From an optimization exercise on the open Yosys and OpenROAD flow, aimed at small area, a short achievable clock period and few clock cycles per item; shortcuts taken in it are not production practice. Only simulation tests tie the RTL to the original design; equivalence was not proved. Power is estimated from default activity; no workload was simulated.

## flow/design.v (module list and top-level ports; edited modules follow where they fit)
// module attention_microkernel_engine: 1336 lines
// module attn_ks_add: 27 lines
module attention_microkernel_engine #(
    parameter int unsigned XLEN      = 32,
    parameter int unsigned MAX_K     = 256,   
    parameter int unsigned WORD_ELEMS = 4     
) (
    input  logic                   clk_i,
    input  logic                   rst_ni,
    input  logic                   cfg_valid_i,
    input  logic [$clog2(MAX_K+1)-1:0] cfg_k_i,
    input  logic signed [15:0]      cfg_scale_i,
    input  logic [3:0]             cfg_shift_i,
    input  logic signed [31:0]      cfg_clip_min_i,
    input  logic signed [31:0]      cfg_clip_max_i,
    input  logic                   cfg_enable_scale_i,
    input  logic                   cfg_enable_clip_i,
    input  logic                   load_q_valid_i,
    input  logic [$clog2((MAX_K+WORD_ELEMS-1)/WORD_ELEMS)-1:0] load_q_idx_i,
    input  logic [31:0]            load_q_word_i,
    input  logic                   load_k_valid_i,
    input  logic [$clog2((MAX_K+WORD_ELEMS-1)/WORD_ELEMS)-1:0] load_k_idx_i,
    input  logic [31:0]            load_k_word_i,
    input  logic                   start_i,
    output logic                   busy_o,
    output logic                   done_o,
    output logic                   result_valid_o,
    output logic signed [31:0]      result_o
);
  // ...
==> flow/flow/run.sh <==
#!/bin/bash
# The standard layout (the standard.sh), with two changes to how it is made:
# - ports are buffered with buf_4 cells instead of the cell buffer_ports picks;
# - repair_timing aims for 12 ns of setup slack (a 5 ns period) instead of 0,
#   so it sizes the paths that would set the achieved period.
# The clock period and all constraints are the design's.
set -euo pipefail
bash standard.sh \
  BUFFER_PORTS_ARGS="-buffer_cell sky130_fd_sc_hd__buf_4" \
  SETUP_SLACK_MARGIN=12 \
  finish > make_finish.log 2>&1
==> flow/standard.sh <==
#!/bin/bash
# synth_recipe.tcl (not shown) runs the flow's synth.tcl, then flattens the netlist and writes it again
# the make line also repeats each setting of config.mk as NAME=value (left out here)
make -C /OpenROAD-flow-scripts/flow DESIGN_CONFIG=/design/flow/config.mk WORK_HOME=/design/flow/orfs CLKGATE_MAP_FILE= SYNTH_SCRIPT=/design/flow/synth_recipe.tcl "${@:-finish}"
==> flow/config.mk <==
export PLATFORM = sky130hd
export DESIGN_NAME = attention_microkernel_engine
export DESIGN_NICKNAME = attention_microkernel_engine
export VERILOG_FILES = /design/flow/design.v
export SDC_FILE = /design/flow/constraint.sdc
export NUM_CORES = 4
export LEC_CHECK = 0
export ABC_AREA = 1
export CAP_MARGIN = 20
export CORE_MARGIN = 2
export CORE_UTILIZATION = 40
export SLEW_MARGIN = 20
==> flow/constraint.sdc <==
create_clock -name core_clock -period 17.0 [get_ports {clk_i}]
set_input_delay 3.4000 -clock core_clock [delete_from_list [all_inputs] [get_ports {clk_i}]]
set_output_delay 3.4000 -clock core_clock [all_outputs]
set_load 0.01 [all_outputs]
==> results by group, run 1 <==
Run status
  – Outcome: finished clean

Layout
  – Register area: around 0.12 sq mm
  – NonClk Buf Share: 2.20%
  – Finished layout cell area: around 0.21 sq mm
  – Diode count: 19
  – Most frequent cells in the layout: 4,311 x nand2_1, 2,411 x o21ai_0, 2,355 x dfxtp_1, 2,140 x edfxtp_1, 1,334 x inv_1
  – # fillers: 43,100
  – Finished Core Util: between 40% and 50%
  – Leading cell category by total area: sequential cells
  – Most common cell after layout, fill and taps aside: nand2_1

Synth
  – Area leader, netlist: edfxtp_1
  – Ys async rst share: ~5.8%
  – Largest family of logic cells by synthesized area: simple AND/OR/NAND/NOR gates
  – Synth Area in Simple Gates: around an eighth
  – Proportion of synthesized chip area in sequential cells: a little over three fifths
  – Post-synth EDFFs: ~2,100

Clock tree
  – Worst-skew pair later-pin latency: about 1.1 ns
  – TritonCTS clock tree: done
  – Clock Sinks: 4,797
  – Cts repair resizes: between 100 and 150

Critical path
  – Most frequent CP cell: buf_4
  – CP Launch Type: input port
  – Crit. End Element: flip-flop

Placed design
  – Input/output buffers: 211
  – Final HPWL DP: between 300,000 and 400,000 um

Power and ir drop
  – Total power: 40.2 mW
  – Combinational power: between 15 and 20 mW
  – P_int: 25.3 mW
  – Worst vdd ir: around 0.00050 V

Global routing
  – Met1 usage: between 30% and 40%
  – Total global-route track usage: a little over a quarter
  – Largest net degree at the start of global routing: 110

STA
  – Min Tclk post-route: 5.07 ns

Route
  – Detailed Route WL: 642,000 um
  – Residual DRC: 0
  – Via count: 135,000

Floorplan
  – Initial Util: a little over 40%
Testbench counts, summed over its fixed seeds: cycles 21,256, items 512.
==> run 2: changes to the inputs <==
--- a/flow/design.v
+++ b/flow/design.v
@@ -1322,17 +1322,17 @@
     res_q <= tmp;
   end
   always_ff @(posedge clk_i or negedge rst_ni) begin
     if (!rst_ni) begin
       done_q <= 1'b0;
       busy_q <= 1'b0;
     end else begin
       done_q <= prod_tok;
-      busy_q <= start_i | (busy_q & ~done_q);
+      busy_q <= start_i | pend_q | op_tok | acc_tok | prod_tok;
     end
   end
   assign busy_o         = busy_q;
   assign done_o         = done_q;
   assign result_valid_o = done_q;
   assign result_o       = res_q;
 endmodule
 module attn_ks_add #(
==> run 2 against run 1 <==
  * Fmax shrank 0.62%
  * Sequential power is essentially flat
  * Combinational power shrank 22%
  * Final cell count shrank 0.45%
  * Via count grew 0.97%
  * Wire length shrank 0.76%
  * Register-to-register slack is essentially flat
  * Non-clock buffer count grew 16
  * Utilization is essentially flat
==> results by group, run 2 <==
Run status
  – Outcome: finished clean (unchanged)

Power and ir drop
  – Clock share of power: 29.4% (was 26.5%)
  – P_int: 24.2 mW (was 25.3 mW)
  – P_sw: 12.6 mW (was 14.9 mW)
  – Gate power share: 32.0% (was 37.9%)
  – Switching share of power: 34.2% (was 37.0%)
  – Flop pwr share: 38.6% (was 35.6%)
  – Cell Pwr Density: 172 mW/mm^2 (was 187 mW/mm^2)
  – Worst vdd ir: 0.000317 V (was 0.000497 V)
  – Pleak: 83.8 nW (was 84.3 nW)

Min path
  – Hold path endpoint: k_vld[39] (was acc_tok)
  – Worst Hold Class: reg -> reg (unchanged)
  – WHS Path Cells: 1 (was 0)
  – HP Start: k_vld[40] (was op_tok)

Critical path
  – Reg-to-reg endpoint: pc_q[22] (was pc_q[19])
  – CP top delay family: flip-flops (was buffers and inverters)
  – Crit path max fanout: 2 (was 19)
  – Worst r2r path cells: 24 (was 14)
  – Worst Path Arrival: 1.70 ns (was 5.69 ns)
  – Crit path depth: 1 (was 7)
  – Crit-path max cell delay: 0.47 ns (was 0.86 ns)
  – Crit. End Element: output pin (was flip-flop)
  – Critical Path RT: 13.60 ns (was 17.62 ns)
  – Sequence of cells on the critical path: buf_6 (was buf_4 -> inv_1 -> nor3_1 -> inv_1 -> buf_4 -> nor2_4 -> buf_4)
  – WS Path Type: reg -> out (was in -> reg)
  – Buffer and inverter count on the worst path: 1 (was 5)
  – CP Launch Type: flip-flop (was input port)
  – Reg-to-Reg Start: acc_c[0] (was acc_s[11])
  – Critical path's slowest cell: dfrtp_2 (was nor2_4)
  – Reg2reg setup slack: 12.08 ns (was 12.09 ns)

Clock tree
  – TritonCTS clock tree: done (unchanged)
  – Max Root-Sink Buffers: 4 (unchanged)
  – H-Tree Depth: 5 (unchanged)
  – Clock Sinks: 4,797 (unchanged)
  – Num CTS Buffers: 475 (unchanged)
  – CTS Hold Buffers Added: 0 (unchanged)
  – CTS root buf: clkbuf_16 (unchanged)
  – Clock transition at the registers of the reported paths: 0.07 ns (was 0.06 ns)
  – Worst-skew pair later-pin latency: 1.08 ns (was 1.09 ns)

Placed design
  – Final HPWL DP: 395,000 um (was 397,000 um)
  – RePlAce Congestion: 0.934 (was 0.948)
  – Dpl cells: 23,600 (was 23,700)
  – Input/output buffers: 211 (unchanged)

Route
  – Detailed Route WL: 638,000 um (was 642,000 um)
  – Residual DRC: 0 (unchanged)
  – Post-route ant nets: 0 (unchanged)
  – Pre-antenna DRT Iters: 8 (was 7)
  – Via count: 136,000 (was 135,000)
  – Vias per Instance: 5.55 (was 5.47)
  – Wire per inst: 26.0 um (was 26.1 um)
  – Iteration-0 DRC Markers: 16,400 (was 16,700)

Floorplan
  – Die height: 689 um (was 690 um)
  – Initial Util: 40.2% (about the same)
  – Die width: 689 um (was 690 um)
  – Num ports: 212 (unchanged)
  – Core area: 0.467 sq mm (was 0.468 sq mm)
  – Die ar.: 0.475 sq mm (was 0.476 sq mm)
  – Num rows: 251 (unchanged)

Layout
  – Most common cell after layout, fill and taps aside: nand2_1 (unchanged)
  – Share of cells above drive strength 1: 10.5% (was 10.3%)
  – Area delta synth->final: 14.1% (was 14.0%)
  – Final #Nets: 18,700 (was 18,800)
  – Multi-input gate area: 0.0613 sq mm (about the same)
  – Register area: 0.119 sq mm (about the same)
  – Most frequent cells in the layout: 4,214 x nand2_1, 2,355 x dfxtp_1, 2,140 x edfxtp_1, 1,969 x o21ai_0, 1,268 x inv_1 (was 4,311 x nand2_1, 2,411 x o21ai_0, 2,355 x dfxtp_1, 2,140 x edfxtp_1, 1,334 x inv_1)
  – Largest registers: k_ring x2048, q_mem x2048 (unchanged)
  – # fillers: 43,400 (was 43,100)
  – Post-Layout Cell Count: 24,500 (was 24,600)

STA
  – Min Tclk post-route: 5.10 ns (was 5.07 ns)
  – Worst slew pin tran: 1.27 ns (was 1.23 ns)
  – Slew headroom: 14.8% (was 17.5%)
  – Final TNS setup: 0 ns (unchanged)
  – Final Skew: 0.158 ns (was 0.131 ns)
  – RSZ-0062 raised after global routing: true (unchanged)
  – Max Transition Viols Final: 0 (unchanged)
  – Final Setup Violations: 0 (unchanged)
  – Final Hold Fails: 0 (unchanged)
  – Fin crit share: 30.0% (was 29.8%)
  – Worst hold margin: 0.322 ns (was 0.334 ns)
  – Fmax: 0.196 GHz (was 0.197 GHz)

Synth
  – Post-synth top cells: 4,332 x nand2_1, 2,381 x dfxtp_1, 2,140 x edfxtp_1, 1,988 x o21ai_0, 1,372 x inv_1 (was 4,404 x nand2_1, 2,433 x o21ai_0, 2,381 x dfxtp_1, 2,140 x edfxtp_1, 1,425 x inv_1)
  – Avg Cell Area, Syn: 10.5 sq um (was 10.4 sq um)
  – Syn Inst Count: 18,000 (was 18,100)
  – FF+latch count, synth: 4,797 (unchanged)
  – Post-synth top area share: 34.2% (about the same)
  – Post-synth EDFFs: 2,140 (unchanged)
  – Proportion of synthesized chip area in sequential cells: 63.3% (was 63.2%)
  – Top_reg_cell synth: dfxtp_1 (unchanged)
  – Area leader, netlist: edfxtp_1 (unchanged)
  – Most frequent cell after synthesis: nand2_1 (unchanged)
  – Syn Std Cell Area: 0.188 sq mm (about the same)
  – Ys async rst share: 5.75% (unchanged)
  – Top cells by area, synth: edfxtp_1 34%, dfxtp_1 25%, nand2_1 8.7% (was edfxtp_1 34%, dfxtp_1 25%, nand2_1 8.8%)
  – Synth Warn #: 3 (unchanged)
  – Distinct cells, synth: 64 (was 70)

Global routing
  – Overflow after GRT: 0 (unchanged)
  – Total global-route track usage: 26.0% (was 26.3%)
  – Initial antenna violation count: 47 (was 38)
  – First-pass GRT wire length: 907,000 um (was 912,000 um)
  – Vias in the first global route: 126,000 (about the same)
  – Largest net degree at the start of global routing: 91 (was 110)

Job
  – Max-Cap Viols: 0 (unchanged)
## run 2: cell types whose count changed after synthesis, moves of 15 or more
cell / delta
o21ai_0: -445
o21ai_1: +413
nand2_1: -72
buf_2: +63
inv_1: -53
nor2_1: -48
clkbuf_1: -38
a21oi_1: +37
a22o_1: +26
buf_1: -15
xor2_1: +15
## run 2: worst max path at each step
stage	from	end	slack, ns
2_1_floorplan	load_k_idx_i[0]	cov_oh[10]	11.71
3_3_place_gp	load_q_idx_i[2]	op_two[13]	9.26
3_5_place_dp	load_q_idx_i[2]	op_two[5]	9.34
4_1_cts	done_q	done_o	11.83
5_1_grt	done_q	done_o	11.86
6_report	done_q	done_o	11.90
## run 2: worst reg2reg max path: stages, from the launching register on
cell and delay, ns:
dfrtp_1 0.39, ha_2 0.21, fa_2 0.37, nand3_2 0.08, nand2_2 0.07, nand2_2 0.09, nand2_4 0.07, a21oi_4 0.14
buf_4 0.13, o21ai_2 0.07, a21boi_2 0.22, o21ai_4 0.11, nand2_2 0.14, nand2_2 0.08, nand2_4 0.15, buf_4 0.15
nand3_1 0.09, nand3_1 0.10, nand2_1 0.09, fa_1 0.40, fa_1 0.49, inv_1 0.06, fa_1 0.55, inv_1 0.06
fa_1 0.45
## run 2: final cells by class
class                           count  share of cell area [%]
Sequential cell                  4797                    55.5
Multi-Input combinational cell  10600                    28.6
Clock buffer                      656                    6.24
Tap cell                         6198                    3.62
Inverter                         1433                    2.57
Timing Repair Buffer              568                    2.21
Clock inverter                    234                    1.24
Timing Repair inverter              3                  0.0210
Antenna cell                       17                  0.0199
## run 2: power by group through the flow
stage          combinational [mW]  clock [mW]  sequential (mW)
3_5_place_dp                 11.3           0             14.4
2_1_floorplan                7.80           0             14.2
4_1_cts                      11.6        10.9             14.2
3_3_place_gp                 11.1           0             14.4
5_1_grt                      13.4        11.4             14.3
6_report                     11.8        10.8             14.2
## run 2: repair_timing
item | 4_1_cts | 5_1_grt
setup endpoints to repair | 385 | 473
buffers inserted | 33 | 26
resized for setup | 157 | 162
cloned | 6 | 5
pin swaps | 21 | 61
## run 2: cells by family (layout without fill, tap and decap cells)
group | Yosys count | count (layout) | synth area share [%]
AO/OA/AOI/OAI | 3725 | 3726 | 11.6
XOR/XNOR | 366 | 366 | 1.71
adder cells (fa/ha/maj) | 592 | 592 | 5.10
buffers and inverters | 2531 | 2894 | 5.22
flip-flops | 4797 | 4797 | 63.3
multiplexers | 58 | 58 | 0.314
other | 1 | 19 | 0.00200
AND/OR/NAND/NOR | 5885 | 5889 | 12.8
## run 2: through the flow
stage	total power, mW	utilization, %	cell area, sq um	setup slack [ns]
6_report	36.8	45.9	214000	11.90
5_1_grt	39.1	45.8	214000	11.86
3_5_place_dp	25.7	42.0	196000	9.34
4_1_cts	36.7	45.6	213000	11.83
3_3_place_gp	25.5	42.0	196000	9.26
2_1_floorplan	22.0	-	189000	11.71
## run 2: per-layer routing
metal | GRT usage, % | part of all wire (%) | vias up
met5 | 0 | 0.074 | -
met4 | 9.44 | 4.2 | 30
met3 | 6.54 | 11 | 1340
met2 | 38.9 | 43 | 6882
met1 | 36.6 | 42 | 67300
li1 | - | - | 60700
Testbench counts of run 2, summed over its fixed seeds: cycles 21,256, items 512.

-- port drivers added, routing unchanged --
Ports are ideal in the flow. The routed layouts listed here were re-timed in OpenROAD.
Step 1: set_driving_cell puts a clkbuf_16 on clk_i and a buf_2 on each other input, an assumption about the parent block.
Step 2 adds t to the input delays and takes it off the output delays; t is the mean of the earliest and latest rising clock arrival at the registers after step 1. Input paths then give back, and output paths get back, about the clock's delay inside the block.
Three values: no drivers, after step 1, after step 2; two values: the first two.
run	t (ns)	setup slack, ns	pins driven straight from the clock port
run 1	1.148	11.931 / 11.861 / 10.713	1
run 2	1.145	11.900 / 11.761 / 10.734	1
After both steps setup and hold are still met in every run listed. For run 1, which loses most, drivers alone change the setup slack by -0.070 ns; drivers and shift together by -1.218 ns.
